Context: an optimization exercise on an open-source flow, tuned for small area, a short achievable clock period and few clock cycles. The choices shown serve that exercise and are no tape-out recipe.
The RTL was checked by simulation tests, not by an equivalence proof against the original design.
Power and IR drop assume default switching activity.

## steganography
module steganography (
    input         sys_clk,
    input         reset,
    input         start,
    input         mode,
    input  [31:0] message_size,
    output        done,
    output [31:0] image_addra,
    input  [31:0] image_rddataa,
    output [31:0] secret_addra,
    input  [31:0] secret_rddataa,
    output [31:0] image_wrdatab,
    output [3:0]  image_web,
    output [31:0] image_addrb,
    output [31:0] secret_wrdatab,
    output [3:0]  secret_web,
    output [31:0] secret_addrb
);
Size: about 1400 cells after synthesis, ~300 I/O pins, roughly 0.011 mm2 of cells after synthesis.
Settings: LEC_CHECK=0, ABC_AREA=1, CAP_MARGIN=20, CORE_MARGIN=2, CORE_UTILIZATION=40, SLEW_MARGIN=20; clock period 16.0 ns.
standard.sh (not shown) runs the stock make flow with config.mk's settings and CLKGATE_MAP_FILE= SYNTH_SCRIPT=/design/flow/synth_recipe.tcl, a recipe that flattens the netlist after the stock synthesis.
==> flow/flow/run.sh <==
#!/bin/bash
# Own flow: the standard synthesis; then the synthesized logic (not the
# registers, which keep their names and cells) is mapped again with ABC for
# area; then the standard layout, with buf_1 cells as the port buffers.
# Each tool's output goes to a log file here.
set -euo pipefail
W=$(pwd)
F=$W/flow
R=$W/orfs/results/$FLOW_PLATFORM/steganography/base
LIB=$FLOW_HOME/platforms/sky130hd/lib/sky130_fd_sc_hd__tt_025C_1v80.lib
export BUFFER_PORTS_ARGS="-buffer_cell sky130_fd_sc_hd__buf_1"
export SETUP_SLACK_MARGIN=11.6
export CTS_ARGS="-sink_clustering_enable -repair_clock_nets -buf_list {sky130_fd_sc_hd__clkbuf_8 sky130_fd_sc_hd__clkbuf_16} -root_buf sky130_fd_sc_hd__clkbuf_16 -sink_clustering_size 24 -sink_clustering_max_diameter 120 -dont_use_dummy_load"

# 1. standard synthesis
bash standard.sh synth > synth.log 2>&1
cp $R/1_2_yosys.v synth_standard.v

# 2. logic re-mapping
yosys -q -l cells.log -p "read_liberty -ignore_miss_func -ignore_miss_dir $LIB; write_verilog -noattr cells_all.v"
python3 $F/mkmap.py cells_all.v comb_map.v
DU=""
for c in $(cat $F/dont_use.txt); do DU="$DU -dont_use $c"; done
printf 'strash\n&get -n\n&deepsyn -T %s\n&put\ndch -f\n&get -n\n&nf -R 1000\n&put\ntopo\nstime -c\n' "${DEEPSYN_T:-120}" > remap.abc
yosys -l remap.log -p "
read_liberty -lib $LIB
read_verilog synth_standard.v
hierarchy -top $FLOW_TOP
techmap -map comb_map.v
techmap
opt -fast
abc -script $W/remap.abc -liberty $LIB $DU
opt_clean -purge
hilomap -singleton -hicell sky130_fd_sc_hd__conb_1 HI -locell sky130_fd_sc_hd__conb_1 LO
insbuf -buf sky130_fd_sc_hd__buf_4 A X
write_verilog -noattr -noexpr -nohex -nodec $W/remapped.v
stat -liberty $LIB
" > /dev/null
cp remapped.v $R/1_2_yosys.v

# 3. standard layout from the re-mapped netlist
bash standard.sh > layout.log 2>&1
Other scripts of this flow, unchanged in this note and not shown: flow/flow/dont_use.txt, flow/flow/mkmap.py
The starting point passed the timing, design-rule and antenna checks.
Testbench counts at the start, summed over its fixed seeds: cycles 9,323.
Edit:
--- a/flow/flow/run.sh
+++ b/flow/flow/run.sh
@@ -13 +13 @@
-export CTS_ARGS="-sink_clustering_enable -repair_clock_nets -buf_list {sky130_fd_sc_hd__clkbuf_8 sky130_fd_sc_hd__clkbuf_16} -root_buf sky130_fd_sc_hd__clkbuf_16 -sink_clustering_size 24 -sink_clustering_max_diameter 120 -dont_use_dummy_load"
+export CTS_ARGS="-sink_clustering_enable -repair_clock_nets -buf_list {sky130_fd_sc_hd__clkbuf_16} -root_buf sky130_fd_sc_hd__clkbuf_16 -sink_clustering_size 32 -sink_clustering_max_diameter 150 -dont_use_dummy_load"
@@ -24 +24 @@
-printf 'strash\n&get -n\n&deepsyn -T %s\n&put\ndch -f\n&get -n\n&nf -R 1000\n&put\ntopo\nstime -c\n' "${DEEPSYN_T:-120}" > remap.abc
+printf 'strash\n&get -n\n&deepsyn -T %s\n&put\ndch -f\n&get -n\n&nf -R 1000\n&put\ntopo\nstime -c\n' "${DEEPSYN_T:-300}" > remap.abc
Utilization fell by 0.28 points.
Cell area fell by 0.61%.
Worst setup slack gains 10 ps.
Via count hardly moves.
Wire length is about the same.
Total power fell by 1.9%.
Die area is unchanged.
Count of clock-buffer cells in the layout fell by 2.
Clock skew rose by 49 ps.
Maximum frequency hardly moves.

-- port drivers added, routing unchanged --
The results above use ideal ports. As a check the final layouts listed here were re-extracted and re-timed, cells and wires unchanged. Step 1 sets driving cells, clkbuf_16 on the clock port and buf_2 on the other inputs (assumed; they add their load-dependent delay and slew). Step 2 moves the port delays by t, midway between the first and last clock arrival at a register: inputs arrive t later, outputs are due t later. That takes back most of the time a late clock gives input paths. Slacks: ideal / step 1 / step 2; pairs: ideal / step 1.
run	shift t [ns]	slack for setup (ns)	hold slack, ns	worst setup path after step 2
the first run	0.506	11.662 / 11.636 / 11.182	0.299 / 0.299 / 0.299	input to register
the second run	0.497	11.672 / 11.621 / 11.222	0.314 / 0.314 / 0.314	input to register
After both steps every run listed still meets setup and hold. For the first run, which loses most, drivers alone change the setup slack by -0.026 ns; drivers and shift together by -0.480 ns.
